This design comes from an exercise in tuning for small area, a short achievable clock period and few clock cycles per item on the open sky130 flow, not from production work. The RTL was checked by simulation tests, not by an equivalence proof against the original design. No activity file was given, so power comes from the tool's default toggle rates.

P:
Design bin2bcd, start of the top module:
module bin2bcd(
    input clk,
    input reset,
    input start,               
    input [11:0] bin_in,       
    output reg [15:0] bcd_out,  
    output reg done             
);
    wire [11:0] x = bin_in;
    wire [13:0] s;          
    wire i_27, i_28, i_29, i_30, i_31, i_32, i_33, i_34, i_35, i_36, i_37, i_38, i_39, i_40, i_41, i_42, i_43, i_44, i_45, i_46, i_47, i_48, i_49, i_50, i_51, i_52, i_53, i_54, i_55, i_56, i_57, i_58, i_59, i_60, i_61, i_62, i_63, i_64, i_65, i_66, i_67, i_68, i_69, i_71, i_72, i_74, i_76, i_78, i_79, i_80, i_81, i_82, i_83, i_84, i_85, i_86, i_88, i_89, i_91, i_92, i_94;
    assign i_27 = ~x[9]& x[11];
    assign i_28 = x[8]& ~x[10];
    assign i_29 = i_27 & ~i_28;
    assign i_30 = x[9]& ~x[11];
    assign i_31 = ~x[8]& x[10];
    assign i_32 = i_30 & ~i_31;
    assign i_33 = ~i_29 & ~i_32;
    assign i_34 = ~x[7]& ~i_33;
    assign i_35 = ~x[10]& i_27;
    assign i_36 = x[10]& ~i_27;
    assign i_37 = ~x[8]& ~i_30;
    assign i_38 = i_36 & ~i_37;
    assign i_39 = ~i_35 & ~i_38;
    assign i_40 = x[8]& ~i_39;
    assign i_41 = ~x[8]& i_39;
    assign i_42 = ~i_40 & ~i_41;
    assign i_43 = i_34 & ~i_42;
    assign i_44 = ~i_33 & ~i_43;
    assign i_45 = i_36 & i_37;
    assign i_46 = x[8]& i_35;
    assign i_47 = ~i_45 & ~i_46;
    assign i_48 = ~i_44 & i_47;
    assign i_49 = ~x[7]& ~i_48;
    assign i_50 = ~i_42 & ~i_49;
    assign i_51 = ~i_34 & ~i_50;
    assign i_52 = ~x[6]& i_51;
    assign i_53 = x[7]& i_48;
    assign i_54 = ~i_49 & ~i_53;
    assign i_55 = i_52 & i_54;
    assign i_56 = x[7]& ~i_47;
    assign i_57 = ~i_43 & ~i_56;
    assign i_58 = x[6]& ~i_57;
    assign i_59 = ~i_55 & ~i_58;
    assign i_60 = i_51 & ~i_55;
    assign i_61 = i_57 & ~i_60;
    assign i_62 = ~x[6]& ~i_61;
    assign i_63 = i_54 & ~i_62;
    assign i_64 = ~i_52 & ~i_63;
    assign i_65 = ~x[5]& i_64;
    assign i_66 = x[6]& i_61;
    assign i_67 = ~i_62 & ~i_66;
    assign i_68 = i_65 & i_67;
    assign i_69 = i_64 & ~i_68;
    assign s[8]= ~i_59 | i_69;
    assign i_71 = ~x[5]& s[8];
    assign i_72 = x[5]& ~s[8];
  ...
clock: 5.0 ns
lec_check: 0
cap_margin: 20
core_area: 2.3 2.72 59.8 59.84
die_area: 0 0 62 62
setup_slack_margin: 1.7
slew_margin: 20
standard.sh (not shown) runs the stock make flow with config.mk's settings and CLKGATE_MAP_FILE= SYNTH_SCRIPT=/design/flow/synth_recipe.tcl, a recipe that flattens the netlist after the stock synthesis.
==> flow/flow/run.sh <==
#!/bin/bash
# Own flow: the standard layout (standard.sh), with these changes:
#  - synthesis maps the logic with its own ABC scripts: flow/abc_in.script for
#    the logic before the registers, flow/abc_out.script for the logic after
#    them (flow/my_synth.tcl); Yosys does not extract half/full adders
#    (ADDER_MAP_FILE empty); everything else in synthesis is the standard
#    script (synth_recipe.tcl);
#  - ports are buffered with sky130_fd_sc_hd__buf_1 instead of the default buffer.
# Each tool's output goes to a log file of its own in the work folder.
set -euo pipefail
W=$(pwd)
F=$W/flow
export MY_ABC_IN=$F/abc_in.script
export MY_ABC_OUT=$F/abc_out.script
export FLOW_SYNTH_TCL=$W/synth_recipe.tcl
make -C "$FLOW_HOME" DESIGN_CONFIG="$W/config.mk" WORK_HOME="$W/orfs" CLKGATE_MAP_FILE= \
  SYNTH_SCRIPT="$F/my_synth.tcl" ADDER_MAP_FILE= synth > "$W/synth.log" 2>&1
export BUFFER_PORTS_ARGS="-buffer_cell sky130_fd_sc_hd__buf_1"
export SETUP_MOVE_SEQUENCE=sizeup
bash standard.sh > "$W/layout.log" 2>&1
==> flow/flow/abc_in.script <==
strash
dch
map -D 2000
topo
stime -c
==> flow/flow/abc_out.script <==
strash
dch
map -D 1750
topo
stime -c
==> flow/flow/my_synth.tcl <==
# The standard synthesis script (synth_recipe.tcl), with only ABC's mapping
# scripts replaced. The logic in the input cone of the output ports (after the
# registers) is mapped with MY_ABC_OUT, the rest (before the registers) with
# MY_ABC_IN. Yosys's -import skips commands that already exist, so this abc
# wrapper is the one synth.tcl calls.
proc abc {args} {
  set i [lsearch -exact $args -script]
  set a_out $args
  set a_in $args
  if {$i >= 0} {
    lset a_out [expr {$i + 1}] $::env(MY_ABC_OUT)
    lset a_in [expr {$i + 1}] $::env(MY_ABC_IN)
  }
  yosys select -set my_out_cone o:* %cie*
  yosys abc {*}$a_out @my_out_cone
  yosys select -clear
  yosys abc {*}$a_in
}
source $::env(FLOW_SYNTH_TCL)
Looking at the reports, P completed the entire flow and the layout it produced met the timing, design-rule and antenna checks.
Testbench counts of P, summed over its fixed seeds: cycles 3,200, conversions 3,200.
Inputs modified between P and Q:
Settings: SETUP_SLACK_MARGIN no longer set, was 1.7.
==> flow/flow/run.sh <==
#!/bin/bash
# Own flow: the standard layout, with two changes:
#  - synthesis maps the logic with an area-oriented ABC script (flow/abc_map.script);
#    Yosys does not extract half/full adders (ADDER_MAP_FILE empty);
#    everything else in synthesis is the standard script;
#  - ports are buffered with sky130_fd_sc_hd__buf_1 instead of the default buffer.
set -euo pipefail
W=$(pwd)
F=$W/flow
export MY_ABC_SCRIPT=$F/abc_map.script
export FLOW_SYNTH_TCL=$W/synth_recipe.tcl
make -C "$FLOW_HOME" DESIGN_CONFIG="$W/config.mk" WORK_HOME="$W/orfs" CLKGATE_MAP_FILE= \
  SYNTH_SCRIPT="$F/my_synth.tcl" ADDER_MAP_FILE= synth > "$W/synth.log" 2>&1
export BUFFER_PORTS_ARGS="-buffer_cell sky130_fd_sc_hd__buf_1"
cp standard.sh standard_used.sh
bash standard.sh > "$W/layout.log" 2>&1
==> flow/flow/abc_map.script (new file) <==
strash
dch
map -D 2000
topo
stime -c
==> flow/flow/my_synth.tcl <==
# The standard synthesis script (synth_recipe.tcl), with only the script
# that ABC maps the logic with replaced by MY_ABC_SCRIPT. Yosys's -import skips
# commands that already exist, so this abc wrapper is the one synth.tcl calls.
proc abc {args} {
  set i [lsearch -exact $args -script]
  if {$i >= 0} { lset args [expr {$i + 1}] $::env(MY_ABC_SCRIPT) }
  yosys abc {*}$args
}
source $::env(FLOW_SYNTH_TCL)
removed: flow/flow/abc_in.script
removed: flow/flow/abc_out.script
## What came out
Summary of Q over P: sequential power share went up 2.0 points; number of violations of the max-capacitance limit now sits at about the same level; worst hold slack roughly the same; sequential share of layout area picked up an extra 2.2 points. Re total die area: no difference whatsoever between Q and P. Looking at area added between synthesis and finish, Q sits below P. Maximum frequency (Q vs. P) decreases by more than 10%.
Relative to Q, the following input files were edited for R:
Settings: SETUP_SLACK_MARGIN: unset -> 1.5.
==> flow/flow/run.sh <==
#!/bin/bash
# Own flow: the standard layout (standard.sh), with these changes:
#  - synthesis maps the logic with its own ABC scripts: flow/abc_in.script for
#    the logic before the registers, flow/abc_out.script for the logic after
#    them (flow/my_synth.tcl); Yosys does not extract half/full adders
#    (ADDER_MAP_FILE empty); everything else in synthesis is the standard
#    script (synth_recipe.tcl);
#  - ports are buffered with sky130_fd_sc_hd__buf_1 instead of the default buffer.
# Each tool's output goes to a log file of its own in the work folder.
set -euo pipefail
W=$(pwd)
F=$W/flow
export MY_ABC_IN=$F/abc_in.script
export MY_ABC_OUT=$F/abc_out.script
export FLOW_SYNTH_TCL=$W/synth_recipe.tcl
make -C "$FLOW_HOME" DESIGN_CONFIG="$W/config.mk" WORK_HOME="$W/orfs" CLKGATE_MAP_FILE= \
  SYNTH_SCRIPT="$F/my_synth.tcl" ADDER_MAP_FILE= synth > "$W/synth.log" 2>&1
export BUFFER_PORTS_ARGS="-buffer_cell sky130_fd_sc_hd__buf_1"
bash standard.sh > "$W/layout.log" 2>&1
==> flow/flow/abc_in.script (new file) <==
strash
dch
map -D 2000
topo
stime -c
==> flow/flow/abc_out.script (new file) <==
strash
dch
map -D 1750
topo
stime -c
==> flow/flow/my_synth.tcl <==
# The standard synthesis script (synth_recipe.tcl), with only ABC's mapping
# scripts replaced. The logic in the input cone of the output ports (after the
# registers) is mapped with MY_ABC_OUT, the rest (before the registers) with
# MY_ABC_IN. Yosys's -import skips commands that already exist, so this abc
# wrapper is the one synth.tcl calls.
proc abc {args} {
  set i [lsearch -exact $args -script]
  set a_out $args
  set a_in $args
  if {$i >= 0} {
    lset a_out [expr {$i + 1}] $::env(MY_ABC_OUT)
    lset a_in [expr {$i + 1}] $::env(MY_ABC_IN)
  }
  yosys select -set my_out_cone o:* %cie*
  yosys abc {*}$a_out @my_out_cone
  yosys select -clear
  yosys abc {*}$a_in
}
source $::env(FLOW_SYNTH_TCL)
removed: flow/flow/abc_map.script
[summary]
Summary of R over Q: total of flip-flops plus latches after synthesis neither gained nor lost much, portion of total power attributed to combinational logic rose 5.5 points, first-pass GRT wire length moved up. Per the comparison of R with Q, parity-gate share of the synthesized area counting xor and xnor cells has remained practically unchanged; highest achievable clock rate picked up an extra 13%; area growth from synthesis to layout went up by 21 points; number of resized instances in the post-cts repair step increased by 14 relative to the old numbers. [compare] base=Q new=R: net switching power went up by 15%; area after synthesis has decreased; count of vias placed by the detailed router up about 4%.
What S does differently from R at the input level:
Settings: a deleted SETUP_SLACK_MARGIN that had been 1.5.
==> flow/flow/abc_in.script <==
strash
dch
map -D 2500
topo
stime -c
==> flow/flow/abc_out.script <==
strash
dch
map -D 2000
topo
stime -c
==> results.txt <==
When S is measured against R, its number of stages on the worst setup path turns out 3 higher. Against R, total power divided by cell area in S fell slightly. Relative area of non-clock buffer cells in the final design: higher on R. Worst setup path endpoint = bcd_out[5]: R; worst setup path endpoint = bcd_out[9]: S.
Setup changes, S to T
==> flow/flow/abc_in.script <==
strash
dch
amap
topo
stime -c
==> flow/flow/abc_out.script <==
strash
dch
map -D 1750
topo
stime -c
--- outcome ---
The final critical-path share of the clock period reported for T is greater than that of S by 10 points.
Final standard cell area without fillers delta for T relative to S: 1.4% lower
The switching component of the power in T sits about 9% below the value recorded for S.
Taking S as the reference, in T maximum vdd drop fell 16%; detailed-route via count shows an increase of 0.80%; met3 global-route usage shrank by 0.62 points; post-synthesis simple-gate area fraction climbed 5.3 points; setup slack -510 ps.
Wire length reported by the detailed router, S and T: higher on T
Diff T..S | sink count of the clock tree | unchanged

==> what the ideal ports hide <==
How much do the figures lean on ideal ports? The routed layouts below were timed once more, with nothing changed but the port constraints. Step 1 assumes that a clkbuf_16 drives the clock port and a buf_2 every other input. Step 2, shift: input delay + t, output delay - t, t = (earliest + latest rising clock arrival at the registers) / 2. This alone moves slack from input paths to output paths. a / b / c = ideal ports / drivers / drivers and shift; a / b = the first two.
run	t (ns)	slack for setup (ns)	hold slack, ns	worst data-port slew with drivers (ns)
P	0.286	1.570 / 1.549 / 1.697	0.520 / 0.518 / 0.804	0.03
Q	0.286	1.142 / 1.121 / 1.407	0.517 / 0.516 / 0.802	0.03
R	0.287	1.596 / 1.575 / 1.548	0.518 / 0.516 / 0.803	0.03
S	0.289	1.126 / 1.105 / 1.013	0.514 / 0.512 / 0.801	0.03
T	0.284	0.620 / 0.618 / 0.334	0.520 / 0.519 / 0.803	0.03
After both steps setup and hold are still met in every run listed. The setup slack of T, which loses most, moves by -0.002 ns with the drivers and by -0.286 ns with both steps.
